What follows belongs to an exercise in optimizing a design on an open flow for small area; a production flow would make more cautious choices.
RTL that was checked went through simulation tests only; none was proved equivalent to the original.
No activity file was given, so power comes from the tool's default toggle rates.

==> 09-21 <==
==> flow/design.v (excerpt) <==
module money(reset,CLK, M0, M1, M2, M3, M4, M5, ti , wi, ci, B1, B2, B3, C1, C2, C3, C4, rr, out, To, Wo, Co, Bo, C, so, RRo);
==> module money, before the edit <==
module money(reset,CLK, M0, M1, M2, M3, M4, M5, ti , wi, ci, B1, B2, B3, C1, C2, C3, C4, rr, out, To, Wo, Co, Bo, C, so, RRo);
input reset;
input CLK;
input M0;
input M1;
input M2;
input M3;
input M4;
input M5;
input ti;
input wi;
input ci;
input B1;
input B2;
input B3;
input C1;
input C2;
input C3;
input C4;
input rr;
output reg [7:0]out;
output To;
output Wo;
output Co;
output [2:0]Bo;
output [3:0]C;
output [9:0]so;
output reg [2:0]RRo;
reg [9:0] d;
reg [9:0] z;
reg s;
reg [1:0] n;
assign {C, Bo, Co, Wo, To} = d;
assign so = z & {10{s}};
wire card = M4 | M5;
wire coin = ~card & (M0 | M1 | M2 | M3);
wire ge5  = out >= 8'd5;
wire ge7  = out >= 8'd7;
wire ge10 = out >= 8'd10;
wire ge20 = out >= 8'd20;
wire ge25 = out >= 8'd25;
wire ge30 = out >= 8'd30;
wire ge50 = out >= 8'd50;
wire [9:0] req = {C4, C3, C2, C1, B3, B2, B1, ci, wi, ti};
wire [9:0] afford = card ? 10'h3ff : {ge50, ge25, ge10, ge30, ge25, ge20, ge10, ge7, ge20, ge5};
wire open = ~(n[1] & ~n[0]);
wire [9:0] elig = req & afford;
reg [9:0] first;
reg seen;
integer i;
always @* begin
	seen = 1'b0;
	for (i = 0; i < 10; i = i + 1) begin
		first[i] = elig[i] & ~seen;
		seen = seen | elig[i];
	end
end
wire scan = ~rr & ~coin & open;
wire hit_zero = |(first & z);
wire sell = scan & seen & ~hit_zero;
reg [7:0] price;
always @* begin
	price = 8'd0;
	if (first[0] & ~z[0]) price = price | 8'd5;
	if (first[1] & ~z[1]) price = price | 8'd20;
	if (first[2] & ~z[2]) price = price | 8'd7;
	if (first[3] & ~z[3]) price = price | 8'd10;
	if (first[4] & ~z[4]) price = price | 8'd20;
	if (first[5] & ~z[5]) price = price | 8'd25;
	if (first[6] & ~z[6]) price = price | 8'd30;
	if (first[7] & ~z[7]) price = price | 8'd10;
	if (first[8] & ~z[8]) price = price | 8'd25;
	if (first[9] & ~z[9]) price = price | 8'd50;
end
reg [7:0] k;
reg [2:0] rro_n;
always @* begin
	k = 8'hff;
	rro_n = RRo;
	if (rr) begin
		if (ge20)          begin k = ~8'd20; rro_n = 3'd2; end
		else if (ge10)     begin k = ~8'd10; rro_n = 3'd1; end
		else if (ge5)      begin k = ~8'd5;  rro_n = 3'd4; end
		else if (out >= 2) begin k = ~8'd2;  rro_n = 3'd3; end
		else if (out == 1) begin k = ~8'd1;  rro_n = 3'd5; end
		else               rro_n = 3'd0;
	end else if (coin) begin
		if (M0)      k = 8'd9;
		else if (M1) k = 8'd0;
		else if (M2) k = 8'd1;
		else         k = 8'd4;
	end else if (~card & open) begin
		k = ~price;
	end
end
always @(posedge CLK) begin
	if (reset) begin
		out <= 8'd0;
		RRo <= 3'd0;
		d <= 10'd0;
		z <= 10'd0;
		s <= 1'b0;
		n <= 2'd0;
	end else begin
		out <= out + k + 8'd1;
		RRo <= rro_n;
		if (sell) begin
			d <= d | first;
			z <= z | (first & d);
			n <= {n[0], ~n[1]};
		end
		if (scan & hit_zero) s <= 1'b1;
	end
end
endmodule
clock: 5.0 ns
lec_check: 0
cap_margin: 20
core_margin: 2
core_utilization: 60
gpl_timing_driven: 0
slew_margin: 20
standard.sh (not shown) runs the stock make flow with config.mk's settings and CLKGATE_MAP_FILE= SYNTH_SCRIPT=/design/flow/synth_recipe.tcl, a recipe that flattens the netlist after the stock synthesis.
==> flow/flow/run.sh <==
#!/bin/bash
# Own layout flow: the standard ORFS flow (standard.sh) with
#  - the combinational logic mapped by whichever ABC script in flow/abc/
#    gives the smallest cell area while its netlist still meets the clock
#    before layout (flip-flops are mapped by Yosys exactly as in the standard
#    synthesis, so their names and cell types are unchanged),
#  - extra settings from flow/env.sh (port buffer cell, clock tree options,
#    area recovery).
# ORFS logs each tool under orfs/logs/; make's output of each synthesis try
# goes to try_<script>.log and of the final run to flow_make.log; the
# choice is logged in choose.log.
set -euo pipefail
W=$PWD
rm -rf "$W/myscripts"
cp -r "$FLOW_HOME/scripts" "$W/myscripts"
python3 - "$W/myscripts/synth_preamble.tcl" <<'PY'
import sys
p = sys.argv[1]
s = open(p).read()
key = "# Create argument list for stat"
assert key in s
s = s.replace(key, "if { [info exists ::env(MY_ABC_SCRIPT)] } {\n  set abc_script $::env(MY_ABC_SCRIPT)\n}\n" + key, 1)
open(p, "w").write(s)
PY
export SCRIPTS_DIR="$W/myscripts"
if [[ -f "$W/flow/env.sh" ]]; then
  source "$W/flow/env.sh"
fi
RES="$W/orfs/results/$FLOW_PLATFORM/money/base"
REP="$W/orfs/reports/$FLOW_PLATFORM/money/base"
PLAT="$FLOW_HOME/platforms/$FLOW_PLATFORM"
LIB="$PLAT/lib/sky130_fd_sc_hd__tt_025C_1v80.lib"
: > "$W/choose.log"
for s in "$W"/flow/abc/*.script; do
  name=$(basename "$s" .script)
  rm -rf "$W/orfs"
  if ! MY_ABC_SCRIPT="$s" bash "$W/standard.sh" synth > "$W/try_$name.log" 2>&1; then
    echo "$name failed" >> "$W/choose.log"
    continue
  fi
  area=$(grep "Chip area" "$REP/synth_stat.txt" | awk '{print $NF}')
  cat > "$W/sta_$name.tcl" <<EOT
read_lef $PLAT/lef/sky130_fd_sc_hd.tlef
read_lef $PLAT/lef/sky130_fd_sc_hd_merged.lef
read_liberty $LIB
read_verilog $RES/1_2_yosys.v
link_design $FLOW_TOP
read_sdc $FLOW_SDC
set_driving_cell -lib_cell sky130_fd_sc_hd__buf_1 [delete_from_list [all_inputs] [get_ports CLK]]
report_worst_slack -max -digits 3
EOT
  slack=$(openroad -no_init -exit "$W/sta_$name.tcl" 2>&1 | tee "$W/sta_$name.log" | awk '/^worst slack max/ {print $4}')
  echo "$name $area $slack" >> "$W/choose.log"
done
best=$(python3 - "$W/choose.log" <<'PY'
import sys
rows = []
for line in open(sys.argv[1]):
    f = line.split()
    if len(f) == 3 and f[1] != "failed":
        try:
            rows.append((f[0], float(f[1]), float(f[2])))
        except ValueError:
            pass
ok = [r for r in rows if r[2] >= 0.0]
if ok:
    print(min(ok, key=lambda r: (r[1], r[0]))[0])
else:
    print(max(rows, key=lambda r: r[2])[0])
PY
)
echo "chosen $best" >> "$W/choose.log"
rm -rf "$W/orfs"
export MY_ABC_SCRIPT="$W/flow/abc/$best.script"
bash "$W/standard.sh" finish > "$W/flow_make.log" 2>&1
==> flow/flow/abc/s3.script <==
strash
balance
rewrite
refactor
balance
rewrite
rewrite -z
balance
refactor -z
rewrite -z
balance
dch
map -a
==> flow/flow/env.sh <==
export BUFFER_PORTS_ARGS="-buffer_cell sky130_fd_sc_hd__buf_1"
export CTS_ARGS="-sink_clustering_enable -repair_clock_nets -dont_use_dummy_load -buf_list sky130_fd_sc_hd__clkbuf_4 -root_buf sky130_fd_sc_hd__clkbuf_4 -sink_clustering_size 20 -sink_clustering_max_diameter 100"
export RECOVER_POWER=100
==> 07-01 (differences from 09-21) <==
--- a/flow/design.v
+++ b/flow/design.v
@@ -44,6 +44,5 @@
 wire [9:0] req = {C4, C3, C2, C1, B3, B2, B1, ci, wi, ti};
 wire [9:0] afford = card ? 10'h3ff : {ge50, ge25, ge10, ge30, ge25, ge20, ge10, ge7, ge20, ge5};
-wire open = ~(n[1] & ~n[0]);
-wire [9:0] elig = req & afford;
+wire [9:0] elig = req & afford & {10{~(n[1] & n[0])}};
 reg [9:0] first;
 reg seen;
@@ -56,5 +55,5 @@
 	end
 end
-wire scan = ~rr & ~coin & open;
+wire scan = ~rr & ~coin;
 wire hit_zero = |(first & z);
 wire sell = scan & seen & ~hit_zero;
@@ -74,22 +73,24 @@
 end
 reg [7:0] k;
+reg sub;
 reg [2:0] rro_n;
 always @* begin
-	k = 8'hff;
+	k = 8'd0;
+	sub = 1'b0;
 	rro_n = RRo;
 	if (rr) begin
-		if (ge20)          begin k = ~8'd20; rro_n = 3'd2; end
-		else if (ge10)     begin k = ~8'd10; rro_n = 3'd1; end
-		else if (ge5)      begin k = ~8'd5;  rro_n = 3'd4; end
-		else if (out >= 2) begin k = ~8'd2;  rro_n = 3'd3; end
-		else if (out == 1) begin k = ~8'd1;  rro_n = 3'd5; end
-		else               rro_n = 3'd0;
+		if (ge20)          begin k = ~8'd20; sub = 1'b1; rro_n = 3'd2; end
+		else if (ge10)     begin k = ~8'd10; sub = 1'b1; rro_n = 3'd1; end
+		else if (ge5)      begin k = ~8'd5; sub = 1'b1;  rro_n = 3'd4; end
+		else if (out >= 2) begin k = ~8'd2; sub = 1'b1;  rro_n = 3'd3; end
+		else if (out == 1) begin k = ~8'd1; sub = 1'b1;  rro_n = 3'd5; end
+		else               begin k = 8'd0;   rro_n = 3'd0; end
 	end else if (coin) begin
-		if (M0)      k = 8'd9;
-		else if (M1) k = 8'd0;
-		else if (M2) k = 8'd1;
-		else         k = 8'd4;
-	end else if (~card & open) begin
-		k = ~price;
+		if (M0)      k = 8'd10;
+		else if (M1) k = 8'd1;
+		else if (M2) k = 8'd2;
+		else         k = 8'd5;
+	end else if (~card) begin
+		k = ~price; sub = 1'b1;
 	end
 end
@@ -103,10 +104,10 @@
 		n <= 2'd0;
 	end else begin
-		out <= out + k + 8'd1;
+		out <= out + k + sub;
 		RRo <= rro_n;
 		if (sell) begin
 			d <= d | first;
 			z <= z | (first & d);
-			n <= {n[0], ~n[1]};
+			n <= n + 2'd1;
 		end
 		if (scan & hit_zero) s <= 1'b1;
==> flow/flow/run.sh (replaced) <==
#!/bin/bash
# Own layout flow: the standard ORFS flow (standard.sh) with
#  - an area-oriented ABC mapping script for the combinational logic
#    (flip-flops are mapped by Yosys as in the standard synthesis, so their
#    names and cell types are unchanged),
#  - port buffers of the smallest buffer cell.
set -euo pipefail
W=$PWD
rm -rf "$W/myscripts"
cp -r "$FLOW_HOME/scripts" "$W/myscripts"
python3 - "$W/myscripts/synth_preamble.tcl" <<'PY'
import sys
p = sys.argv[1]
s = open(p).read()
key = "# Create argument list for stat"
assert key in s
s = s.replace(key, "if { [info exists ::env(MY_ABC_SCRIPT)] } {\n  set abc_script $::env(MY_ABC_SCRIPT)\n}\n" + key, 1)
open(p, "w").write(s)
PY
export SCRIPTS_DIR="$W/myscripts"
export MY_ABC_SCRIPT="$W/flow/abc.script"
if [[ -f "$W/flow/buffer_ports_args" ]]; then
  export BUFFER_PORTS_ARGS="$(cat "$W/flow/buffer_ports_args")"
fi
bash "$W/standard.sh" finish > "$W/flow_make.log" 2>&1
==> flow/flow/abc.script (new file) <==
strash
balance
rewrite
refactor
balance
rewrite
rewrite -z
balance
refactor -z
rewrite -z
balance
dch
map -a
==> flow/flow/buffer_ports_args (new file) <==
-buffer_cell sky130_fd_sc_hd__buf_1
CORE_UTILIZATION = 40   (was 60)
GPL_TIMING_DRIVEN = default   (was 0)
removed: flow/flow/abc/s3.script
removed: flow/flow/env.sh
==> 02-16 (differences from 09-21) <==
==> flow/flow/env.sh (replaced) <==
export BUFFER_PORTS_ARGS="-buffer_cell sky130_fd_sc_hd__buf_1"
export CTS_ARGS="-sink_clustering_enable -repair_clock_nets -dont_use_dummy_load -buf_list sky130_fd_sc_hd__clkbuf_4 -root_buf sky130_fd_sc_hd__clkbuf_4 -sink_clustering_size 20 -sink_clustering_max_diameter 100"
export RECOVER_POWER=100
export SKIP_CTS_REPAIR_TIMING=1
export SKIP_INCREMENTAL_REPAIR=1
CORE_UTILIZATION = 40   (was 60)
==> run summary <==
Setup TNS -0.2461 ns; Final setup viols 2; clkbuf count 5; status failed layout checks; Seq pwr share 40.1%; PnR worst setup slack -0.1233 ns; Failed Checks setup timing
That was 02-16.
==> run summary <==
first-pass GRT wire length 8659 µm; top cell type's share of synthesized area 35.53%; Post-DP Area 0.002205 mm²; Fmax 0.2241 GHz; syn avg cell area 6.721 µm²; min cycle time layout 4.462 ns; PnR worst setup slack 0.5376 ns; Seq pwr share 33.4%; clkbuf count 6; status timing/DRC/antenna clean
That was 07-01.
==> run summary <==
Seq pwr share 39.6%; synth top area cells dfxtp_1 (36%), a21oi_1 (11%), nor2_1 (10%); CP peak stage delay 0.38 ns; Post-synth EDFFs 0; Setup TNS 0 ns; metal3 WL 294 µm; clkbuf count 5; PnR worst setup slack 0.6006 ns; Max-Cap Viols 0; Final setup viols 0; status timing/DRC/antenna clean; Combinational Power 0.433 mW
That was 09-21.
Only the layout flow was run in 09-21 and 02-16; the RTL was not checked for function there.

## separate check: timing with driven ports
The flow's constraints put no driver on any port. The routed layouts listed below were extracted and timed again, unchanged, in two steps.
Step 1 (the two cells are an assumption about what drives the block):
set clk [get_ports {CLK}]
set_driving_cell -lib_cell sky130_fd_sc_hd__clkbuf_16 $clk
set_driving_cell -lib_cell sky130_fd_sc_hd__buf_2 [delete_from_list [all_inputs] $clk]
Step 2 moves the port delays by t, midway between the first and last clock arrival at a register: inputs arrive t later, outputs are due t later. That takes back most of the time a late clock gives input paths.
Slacks: no drivers / after step 1 / after step 2; pairs: no drivers / after step 1.
run | t, ns | slack for setup (ns) | clock arrival spread, ns | worst slew at a driven data input, ns
09-21 | 0.357 | 0.601 / 0.601 / 0.305 | 0.009 / 0.009 | 0.04
07-01 | 0.312 | 0.538 / 0.538 / 0.234 | 0.001 / 0.002 | 0.04
02-16 | 0.359 | -0.123 / -0.123 / -0.401 | 0.021 / 0.021 | 0.03
For 07-01, which loses most, drivers alone change the setup slack by 0.000 ns; drivers and shift together by -0.304 ns.
